This is an optimization exercise on Yosys and OpenROAD, whose aim is small area, not a production implementation.
RTL that was checked went through simulation tests only; none was proved equivalent to the original.
Power is estimated from default activity; no workload was simulated.

==> branch amber: inputs <==
// top
module top(
    input  clk     ,
    input  rst     ,
    input  btnU    ,
    input  btnD    ,
    input  btnL    ,
    input  btnR    ,
    output       Hsync   ,
    output       Vsync   ,
    output [3:0] vgaRed  ,
    output [3:0] vgaGreen,
    output [3:0] vgaBlue
);
==> flow/config.mk <==
export PLATFORM = sky130hd
export DESIGN_NAME = top
export DESIGN_NICKNAME = top
export VERILOG_FILES = /design/flow/design.v
export SDC_FILE = /design/flow/constraint.sdc
export NUM_CORES = 4
export LEC_CHECK = 0
export CAP_MARGIN = 20
export CORE_MARGIN = 2
export CORE_UTILIZATION = 70
export CTS_BUF_LIST = sky130_fd_sc_hd__clkbuf_4 sky130_fd_sc_hd__clkbuf_8
export CTS_CLUSTER_DIAMETER = 500
export CTS_CLUSTER_SIZE = 100
export SLEW_MARGIN = 20
==> flow/constraint.sdc <==
create_clock -name core_clock -period 11.0 [get_ports {clk}]
set_input_delay 2.2000 -clock core_clock [delete_from_list [all_inputs] [get_ports {clk}]]
set_output_delay 2.2000 -clock core_clock [all_outputs]
set_load 0.01 [all_outputs]
run.sh (not shown) runs the stock make flow with config.mk's settings and CLKGATE_MAP_FILE= SYNTH_SCRIPT=/design/flow/synth_recipe.tcl, a recipe that flattens the netlist after the stock synthesis.
==> inputs of branch harbor, as changes to branch amber <==
==> flow/config.mk (replaced) <==
export PLATFORM = sky130hd
export DESIGN_NAME = top
export DESIGN_NICKNAME = top
export VERILOG_FILES = /design/flow/design.v
export SDC_FILE = /design/flow/constraint.sdc
export NUM_CORES = 4
export LEC_CHECK = 0
export CAP_MARGIN = 20
export CORE_MARGIN = 2
export CORE_UTILIZATION = 40
export SLEW_MARGIN = 20
==> inputs of branch maple, as changes to branch amber <==
==> flow/config.mk (replaced) <==
export PLATFORM = sky130hd
export DESIGN_NAME = top
export DESIGN_NICKNAME = top
export VERILOG_FILES = /design/flow/design.v
export SDC_FILE = /design/flow/constraint.sdc
export NUM_CORES = 4
export LEC_CHECK = 0
export CAP_MARGIN = 20
export CORE_MARGIN = 2
export CORE_UTILIZATION = 40
export CTS_BUF_LIST = sky130_fd_sc_hd__clkbuf_8
export SLEW_MARGIN = 20
==> comparison table <==
item                                                                            branch maple            branch harbor             branch amber
CP Data Arrival Time                                                                 9700 ps                  9670 ps                  9730 ps
Routed vias                                                                             6721                     6702                     6801
Power Combinational                                                                0.00266 W                0.00266 W                0.00268 W
Final weighted congestion of routability-driven global placement                       0.801                    0.801                    0.856
Net Switching                                                                      0.00175 W                0.00177 W                0.00175 W
Die footprint                                                                     0.0296 mm²               0.0296 mm²               0.0172 mm²
Status                                                               complete, no violations  complete, no violations  complete, no violations
CTS clk-pin slew, worst paths                                                         100 ps                    70 ps                    90 ps
Placement Setup Slack                                                                1650 ps                  1650 ps                  1590 ps
Worst setup slack after layout                                                       1700 ps                  1680 ps                  1650 ps
Signed area change from the synthesized netlist to the final layout                    7.83%                    9.52%                    6.13%
Number of global-route vias before repair                                               7284                     7316                     7340
Global-route wire length before repair                                              37500 µm                 37500 µm                 36800 µm
Fill cells                                                                              2656                     2637                     1074
Post-layout util                                                                       43.9%                    44.6%                    75.9%
Met1 Resource Use GR                                                                   23.4%                    23.4%                    39.1%
Switching Share                                                                        46.0%                    44.7%                    45.7%
Peak supply drop                                                                  0.000241 V               0.000241 V               0.000624 V
No functional check of the RTL was part of any run of this note.

* * *

==> inputs of build 50 <==
Another version of the RTL of top (not shown whole).
==> module delay, before the edit <==
module delay (
    input  clk,
    input  rst,
    input  btn,
    output delay_en
);
    localparam [15:0] TAPS = 16'hD008, R = 16'hC01C, W = 16'h401C,
                      MASK = 16'hFFEF, P = 16'h5555;
    reg  [15:0] q;
    wire [15:0] s = q ^ P;
    assign delay_en = ((s & MASK) == (W & MASK));
    wire fb = (^(s & TAPS)) ^ delay_en;
    always @(posedge clk or posedge rst) begin
        if (rst)       q <= R ^ P;
        else if (!btn) q <= R ^ P;
        else           q <= {s[14:0], fb} ^ P;
    end
endmodule
==> module vga_controller, before the edit <==
module vga_controller (
    input clk,
    input rst,
    output video_on,
    output hsync,
    output vsync,
    output reg [11:0] h_count,
    output reg [10:0] v_count
);
    wire [11:0] h = h_count;
    wire [10:0] v = v_count;
    wire h_end = h[11] & h[7] & h[4] & h[2] & h[1] & h[0];           
    wire v_end = v[10] & v[6] & v[5] & v[2];                         
    wire [11:0] hs, hc;
    assign hs[0] = ~h[0];
    assign hc[0] = h[0];
    wire [10:0] vs, vc;
    ha v0 (.a(v[0]), .b(h_end), .s(vs[0]), .co(vc[0]));
    genvar i;
    for (i = 1; i < 12; i++) begin : hinc
        ha u (.a(h[i]), .b(hc[i-1]), .s(hs[i]), .co(hc[i]));
    end
    for (i = 1; i < 11; i++) begin : vinc
        ha u (.a(v[i]), .b(vc[i-1]), .s(vs[i]), .co(vc[i]));
    end
    always @(posedge clk or posedge rst) begin
        if (rst)        h_count <= 12'd0;
        else if (h_end) h_count <= 12'd0;
        else            h_count <= hs;
    end
    always @(posedge clk or posedge rst) begin
        if (rst)                 v_count <= 11'd0;
        else if (h_end & v_end)  v_count <= 11'd0;
        else                     v_count <= vs;
    end
    assign hsync = (h[10] & h[9] & h[8] & h[7] & h[6] & (h[5] | (h[4] & h[3]))) |
                   (h[11] & ~(h[8] | h[7] | h[6] | h[5] | h[4] | h[3] | h[2]));
    assign vsync = v[10] & ((~v[6] & v[5] & v[4] & v[3] & v[2]) |
                            (v[6] & ~(v[5] | v[4] | v[3] | v[2] | v[1] | v[0])));
    assign video_on = ~h[11] & ~(h[10] & h[9] & h[8] & h[7]) &
                      (~v[10] | (~v[6] & ~(v[5] & v[4] & v[3])));
endmodule
==> module rectangle, before the edit <==
module rectangle (
    input clk,
    input rst,
    input btnU,
    input btnD,
    output reg [8:0] pos
);
    wire up, down;
    wire at_bot = pos[8] & pos[7] & pos[4] & pos[3] & pos[1];    
    wire at_top = ~|pos;
    wire en_d = down & ~at_bot;
    wire en_u = ~down & up & ~at_top;
    wire en = en_d | en_u;
    wire [8:0] s, c;
    ha a0 (.a(pos[0]), .b(en),   .s(s[0]), .co(c[0]));
    fa a1 (.a(pos[1]), .b(en_u), .c(c[0]), .s(s[1]), .co(c[1]));
    fa a2 (.a(pos[2]), .b(en_d), .c(c[1]), .s(s[2]), .co(c[2]));
    genvar i;
    for (i = 3; i < 8; i++) begin : add
        fa u (.a(pos[i]), .b(en_u), .c(c[i-1]), .s(s[i]), .co(c[i]));
    end
    assign s[8] = pos[8] ^ en_u ^ c[7];
    always @(posedge clk or posedge rst) begin
        if (rst) pos <= 9'd0;
        else     pos <= s;
    end
    delay delay_i_u (.clk(clk), .rst(rst), .btn(btnU), .delay_en(up));
    delay delay_i_d (.clk(clk), .rst(rst), .btn(btnD), .delay_en(down));
endmodule
==> module top, before the edit <==
module top(
    input  clk     ,
    input  rst     ,
    input  btnU    ,
    input  btnD    ,
    input  btnL    ,
    input  btnR    ,
    output       Hsync   ,
    output       Vsync   ,
    output [3:0] vgaRed  ,
    output [3:0] vgaGreen,
    output [3:0] vgaBlue
);
    wire [11:0] h_count;
    wire [10:0] v_count;
    wire video_on;
    wire [8:0] pos_l, pos_r;
    wire [10:0] nhp;
    wire [9:0]  nvp;
    wire circ;
    reg  white;    
    vga_controller vga_ctrl (
        .clk(clk), .rst(rst), .video_on(video_on), .hsync(Hsync), .vsync(Vsync),
        .h_count(h_count), .v_count(v_count));
    rectangle rectangle_left_i  (.clk(clk), .rst(rst), .btnU(btnU), .btnD(btnR), .pos(pos_l));
    rectangle rectangle_right_i (.clk(clk), .rst(rst), .btnU(btnL), .btnD(btnD), .pos(pos_r));
    circle color_i (.clk(clk), .rst(rst), .pos_l(pos_l), .pos_r(pos_r), .nhp(nhp), .nvp(nvp));
    circle_hit circle_hit_i (.h(h_count), .v(v_count), .nhp(nhp), .nvp(nvp), .hit(circ));
    wire [11:0] h = h_count;
    wire [10:0] v = v_count;
    wire in_l = (h >= 12'd100) && (h <= 12'd200);
    wire in_r = (h >= 12'd1700) && (h <= 12'd1800);
    wire [8:0] npr = ~(h[10] ? pos_r : pos_l);
    wire [9:0] dq, dc;
    assign dq[0] = ~(v[1] ^ npr[0]);
    assign dc[0] = v[1] | npr[0];
    genvar i;
    for (i = 1; i < 9; i++) begin : dsub
        fa u (.a(v[i+1]), .b(npr[i]), .c(dc[i-1]), .s(dq[i]), .co(dc[i]));
    end
    assign dq[9] = ~(v[10] ^ dc[8]);
    assign dc[9] = v[10] | dc[8];
    wire rows = dc[9] & ((dq < 10'd125) | ((dq == 10'd125) & ~v[0]));
    wire rect = (in_l | in_r) & rows;
    always @(posedge clk or posedge rst) begin
        if (rst) white <= 1'b0;
        else     white <= video_on & (rect | circ);
    end
    assign vgaRed   = {4{video_on}};
    assign vgaGreen = {4{video_on & white}};
    assign vgaBlue  = {4{video_on & white}};
endmodule
clock: 11.0 ns
lec_check: 0
cap_margin: 20
core_margin: 2
core_utilization: 40
cts_buf_list: sky130_fd_sc_hd__clkbuf_8
slew_margin: 20
synth_hierarchical: 1
==> trial 83: changes against build 50 <==
--- a/flow/design.v
+++ b/flow/design.v
@@ -9,18 +9,18 @@
 module delay (
     input  clk,
-    input  rst,
+    input  rst_seen,
     input  btn,
     output delay_en
 );
     localparam [15:0] TAPS = 16'hD008, R = 16'hC01C, W = 16'h401C,
-                      MASK = 16'hFFEF, P = 16'h5555;
+                      MASK = 16'hFFEF, P = 16'h5555, S1 = 16'h8039;
     reg  [15:0] q;
     wire [15:0] s = q ^ P;
-    assign delay_en = ((s & MASK) == (W & MASK));
+    assign delay_en = ~rst_seen & ((s & MASK) == (W & MASK));
     wire fb = (^(s & TAPS)) ^ delay_en;
-    always @(posedge clk or posedge rst) begin
-        if (rst)       q <= R ^ P;
-        else if (!btn) q <= R ^ P;
-        else           q <= {s[14:0], fb} ^ P;
+    always @(posedge clk) begin
+        if (!btn)          q <= R ^ P;
+        else if (rst_seen) q <= S1 ^ P;
+        else               q <= {s[14:0], fb} ^ P;
     end
 endmodule
@@ -64,13 +64,14 @@
         ha u (.a(v[i]), .b(vc[i-1]), .s(vs[i]), .co(vc[i]));
     end
+    wire v_wrap = h_end & v_end;
     always @(posedge clk or posedge rst) begin
-        if (rst)        h_count <= 12'd0;
-        else if (h_end) h_count <= 12'd0;
-        else            h_count <= hs;
+        if (rst) h_count <= 12'd0;
+        else     h_count <= {hs[11] & ~h_end, hs[10:8], hs[7] & ~h_end, hs[6:5],
+                             hs[4:3] & ~{2{h_end}}, hs[2:0]};
     end
     always @(posedge clk or posedge rst) begin
-        if (rst)                 v_count <= 11'd0;
-        else if (h_end & v_end)  v_count <= 11'd0;
-        else                     v_count <= vs;
+        if (rst) v_count <= 11'd0;
+        else     v_count <= {vs[10] & ~v_wrap, vs[9:7], vs[6:5] & ~{2{v_wrap}}, vs[4:3],
+                             vs[2] & ~v_wrap, vs[1], vs[0] & ~v_wrap};
     end
     assign hsync = (h[10] & h[9] & h[8] & h[7] & h[6] & (h[5] | (h[4] & h[3]))) |
@@ -84,4 +85,5 @@
     input clk,
     input rst,
+    input rst_seen,
     input btnU,
     input btnD,
@@ -107,6 +109,6 @@
         else     pos <= s;
     end
-    delay delay_i_u (.clk(clk), .rst(rst), .btn(btnU), .delay_en(up));
-    delay delay_i_d (.clk(clk), .rst(rst), .btn(btnD), .delay_en(down));
+    delay delay_i_u (.clk(clk), .rst_seen(rst_seen), .btn(btnU), .delay_en(up));
+    delay delay_i_d (.clk(clk), .rst_seen(rst_seen), .btn(btnD), .delay_en(down));
 endmodule
 module circle (
@@ -568,6 +570,11 @@
         .clk(clk), .rst(rst), .video_on(video_on), .hsync(Hsync), .vsync(Vsync),
         .h_count(h_count), .v_count(v_count));
-    rectangle rectangle_left_i  (.clk(clk), .rst(rst), .btnU(btnU), .btnD(btnR), .pos(pos_l));
-    rectangle rectangle_right_i (.clk(clk), .rst(rst), .btnU(btnL), .btnD(btnD), .pos(pos_r));
+    reg rst_seen;
+    always @(posedge clk or posedge rst) begin
+        if (rst) rst_seen <= 1'b1;
+        else     rst_seen <= 1'b0;
+    end
+    rectangle rectangle_left_i  (.clk(clk), .rst(rst), .rst_seen(rst_seen), .btnU(btnU), .btnD(btnR), .pos(pos_l));
+    rectangle rectangle_right_i (.clk(clk), .rst(rst), .rst_seen(rst_seen), .btnU(btnL), .btnD(btnD), .pos(pos_r));
     circle color_i (.clk(clk), .rst(rst), .pos_l(pos_l), .pos_r(pos_r), .nhp(nhp), .nvp(nvp));
     circle_hit circle_hit_i (.h(h_count), .v(v_count), .nhp(nhp), .nvp(nvp), .hit(circ));
==> flow/flow/run.sh (new file) <==
#!/bin/bash
# The standard layout (the standard.sh: ORFS synthesis to finish) with
# two layout choices passed to ORFS's own variables:
# - clock tree: clkbuf_8 buffers and no dummy loads at the leaves
# - port buffers: buf_1
# Everything else (synthesis, floorplan, power grid, taps, placement,
# routing) is standard.sh unchanged.
set -e
export CTS_ARGS="-sink_clustering_enable -repair_clock_nets -buf_list \"sky130_fd_sc_hd__clkbuf_4 sky130_fd_sc_hd__clkbuf_8\" -sink_clustering_size 30 -sink_clustering_max_diameter 100 -dont_use_dummy_load"
export BUFFER_PORTS_ARGS="-buffer_cell sky130_fd_sc_hd__buf_1"
bash standard.sh > standard.log 2>&1
==> flow/standard.sh (new file) <==
#!/bin/bash
# synth_recipe.tcl (not shown) runs the flow's synth.tcl, then flattens the netlist and writes it again
# the make line also repeats each setting of config.mk as NAME=value (left out here)
make -C /OpenROAD-flow-scripts/flow DESIGN_CONFIG=/design/flow/config.mk WORK_HOME=/design/flow/orfs CLKGATE_MAP_FILE= SYNTH_SCRIPT=/design/flow/synth_recipe.tcl "${@:-finish}"
removed: flow/run.sh
==> build 65: changes against build 50 <==
--- a/flow/design.v
+++ b/flow/design.v
@@ -9,18 +9,18 @@
 module delay (
     input  clk,
-    input  rst,
+    input  rst_seen,
     input  btn,
     output delay_en
 );
     localparam [15:0] TAPS = 16'hD008, R = 16'hC01C, W = 16'h401C,
-                      MASK = 16'hFFEF, P = 16'h5555;
+                      MASK = 16'hFFEF, P = 16'h5555, S1 = 16'h8039;
     reg  [15:0] q;
     wire [15:0] s = q ^ P;
-    assign delay_en = ((s & MASK) == (W & MASK));
+    assign delay_en = ~rst_seen & ((s & MASK) == (W & MASK));
     wire fb = (^(s & TAPS)) ^ delay_en;
-    always @(posedge clk or posedge rst) begin
-        if (rst)       q <= R ^ P;
-        else if (!btn) q <= R ^ P;
-        else           q <= {s[14:0], fb} ^ P;
+    always @(posedge clk) begin
+        if (!btn)          q <= R ^ P;
+        else if (rst_seen) q <= S1 ^ P;
+        else               q <= {s[14:0], fb} ^ P;
     end
 endmodule
@@ -64,13 +64,14 @@
         ha u (.a(v[i]), .b(vc[i-1]), .s(vs[i]), .co(vc[i]));
     end
+    wire v_wrap = h_end & v_end;
     always @(posedge clk or posedge rst) begin
-        if (rst)        h_count <= 12'd0;
-        else if (h_end) h_count <= 12'd0;
-        else            h_count <= hs;
+        if (rst) h_count <= 12'd0;
+        else     h_count <= {hs[11] & ~h_end, hs[10:8], hs[7] & ~h_end, hs[6:5],
+                             hs[4:3] & ~{2{h_end}}, hs[2:0]};
     end
     always @(posedge clk or posedge rst) begin
-        if (rst)                 v_count <= 11'd0;
-        else if (h_end & v_end)  v_count <= 11'd0;
-        else                     v_count <= vs;
+        if (rst) v_count <= 11'd0;
+        else     v_count <= {vs[10] & ~v_wrap, vs[9:7], vs[6:5] & ~{2{v_wrap}}, vs[4:3],
+                             vs[2] & ~v_wrap, vs[1], vs[0] & ~v_wrap};
     end
     assign hsync = (h[10] & h[9] & h[8] & h[7] & h[6] & (h[5] | (h[4] & h[3]))) |
@@ -84,4 +85,5 @@
     input clk,
     input rst,
+    input rst_seen,
     input btnU,
     input btnD,
@@ -107,6 +109,6 @@
         else     pos <= s;
     end
-    delay delay_i_u (.clk(clk), .rst(rst), .btn(btnU), .delay_en(up));
-    delay delay_i_d (.clk(clk), .rst(rst), .btn(btnD), .delay_en(down));
+    delay delay_i_u (.clk(clk), .rst_seen(rst_seen), .btn(btnU), .delay_en(up));
+    delay delay_i_d (.clk(clk), .rst_seen(rst_seen), .btn(btnD), .delay_en(down));
 endmodule
 module circle (
@@ -568,6 +570,11 @@
         .clk(clk), .rst(rst), .video_on(video_on), .hsync(Hsync), .vsync(Vsync),
         .h_count(h_count), .v_count(v_count));
-    rectangle rectangle_left_i  (.clk(clk), .rst(rst), .btnU(btnU), .btnD(btnR), .pos(pos_l));
-    rectangle rectangle_right_i (.clk(clk), .rst(rst), .btnU(btnL), .btnD(btnD), .pos(pos_r));
+    reg rst_seen;
+    always @(posedge clk or posedge rst) begin
+        if (rst) rst_seen <= 1'b1;
+        else     rst_seen <= 1'b0;
+    end
+    rectangle rectangle_left_i  (.clk(clk), .rst(rst), .rst_seen(rst_seen), .btnU(btnU), .btnD(btnR), .pos(pos_l));
+    rectangle rectangle_right_i (.clk(clk), .rst(rst), .rst_seen(rst_seen), .btnU(btnL), .btnD(btnD), .pos(pos_r));
     circle color_i (.clk(clk), .rst(rst), .pos_l(pos_l), .pos_r(pos_r), .nhp(nhp), .nvp(nvp));
     circle_hit circle_hit_i (.h(h_count), .v(v_count), .nhp(nhp), .nvp(nvp), .hit(circ));
==> flow/flow/run.sh (new file) <==
#!/bin/bash
# The standard layout (the standard.sh: ORFS synthesis to finish) with
# two layout choices passed to ORFS's own variables:
# - clock tree: clkbuf_8 buffers and no dummy loads at the leaves
# - port buffers: buf_1
# Everything else (synthesis, floorplan, power grid, taps, placement,
# routing) is standard.sh unchanged.
set -e
export CTS_ARGS="-sink_clustering_enable -repair_clock_nets -buf_list sky130_fd_sc_hd__clkbuf_8 -dont_use_dummy_load"
export BUFFER_PORTS_ARGS="-buffer_cell sky130_fd_sc_hd__buf_1"
bash standard.sh > standard.log 2>&1
==> flow/standard.sh (new file) <==
#!/bin/bash
# synth_recipe.tcl (not shown) runs the flow's synth.tcl, then flattens the netlist and writes it again
# the make line also repeats each setting of config.mk as NAME=value (left out here)
make -C /OpenROAD-flow-scripts/flow DESIGN_CONFIG=/design/flow/config.mk WORK_HOME=/design/flow/orfs CLKGATE_MAP_FILE= SYNTH_SCRIPT=/design/flow/synth_recipe.tcl "${@:-finish}"
removed: flow/run.sh
==> comparison <==
Synthesized cell count: build 50 is higher than trial 83 (1.0%). In combinational power, build 50 is at 8.8 times the value of trial 83. Between trial 83 and build 50, the lower utilization is in trial 83 (gap 1.2 points). In via count, trial 83 and build 65 do not differ. Against trial 83, the first-iteration DRC count of build 50 is lower by 10%. Of build 65 and build 50, build 50 has the higher register-to-register slack (gap 60 ps). Of build 65 and build 50, build 65 has the higher sequential cell count (gap 1). Wire length is the same in trial 83 and build 65. Global-route usage: trial 83 is lower than build 50 (0.25 points).
==> figures <==
Compound-cell area share of the yosys netlist: build 65 0.0583; build 50 0.0453; trial 83 0.0583
Crit path arrival time: build 65 9530 ps; build 50 9500 ps; trial 83 9530 ps
Status: build 65 complete, no violations; build 50 complete, no violations; trial 83 complete, no violations
Internal cell power: build 65 0.000808 W; build 50 0.00199 W; trial 83 0.000808 W
Share of synthesized area occupied by flip-flops and latches: build 65 0.310; build 50 0.329; trial 83 0.310
Max incr delay on CP: build 65 550 ps; build 50 560 ps; trial 83 550 ps
Cell leakage power: build 65 4.54 nW; build 50 5.04 nW; trial 83 4.54 nW
Non-clock buffer count in the final layout: build 65 21; build 50 24; trial 83 21
Post-Synthesis Mean Instance Area: build 65 12.0 sq um; build 50 12.3 sq um; trial 83 12.0 sq um
Max Clock Freq: build 65 109 MHz; build 50 110 MHz; trial 83 109 MHz
Global Route met2 Usage: build 65 0.267; build 50 0.266; trial 83 0.267
Worst hold slack across all endpoints: build 65 347 ps; build 50 370 ps; trial 83 347 ps
Detail-routed via count per cell: build 65 5.19; build 50 5.14; trial 83 5.19
Count of sequential standard cells: build 65 143; build 50 142; trial 83 143
RePlAce Congestion: build 65 0.787; build 50 0.814; trial 83 0.787
Yosys reg bits: build 65 143; build 50 142; trial 83 143
Top power group: build 65 sequential cells; build 50 combinational logic; trial 83 sequential cells
#MultiIn Comb: build 65 657; build 50 661; trial 83 657
Routed length on met2: build 65 10,300 um; build 50 10,300 um; trial 83 10,300 um
Only the layout flow was run in trial 83 and build 65; the RTL was not checked for function there.

==> port drivers added, routing unchanged <==
In the flow no input, the clock included, has a driving cell. The finished layouts below were timed again as built, in two steps. Step 1, drivers: a clkbuf_16 drives clk and a buf_2 each remaining input, both assumed. Step 2 adds t to the input delays and takes it off the output delays; t is the mean of the earliest and latest rising clock arrival at the registers after step 1. Input paths then give back, and output paths get back, about the clock's delay inside the block. a / b / c = no drivers / after step 1 / after step 2; a / b = the first two.
| run | t (ns) | setup slack, ns | cell pins on the clock port's net |
|---|---|---|---|
| branch amber | 0.480 | 1.651 / 1.651 / 1.651 | 1 |
| branch harbor | 0.460 | 1.683 / 1.683 / 1.683 | 1 |
| branch maple | 0.487 | 1.698 / 1.698 / 1.698 | 1 |
| build 50 | 0.484 | 1.882 / 1.882 / 1.882 | 1 |
| trial 83 | 0.471 | 1.819 / 1.819 / 1.819 | 1 |
| build 65 | 0.471 | 1.819 / 1.819 / 1.819 | 1 |
After both steps setup and hold are still met in every run listed.
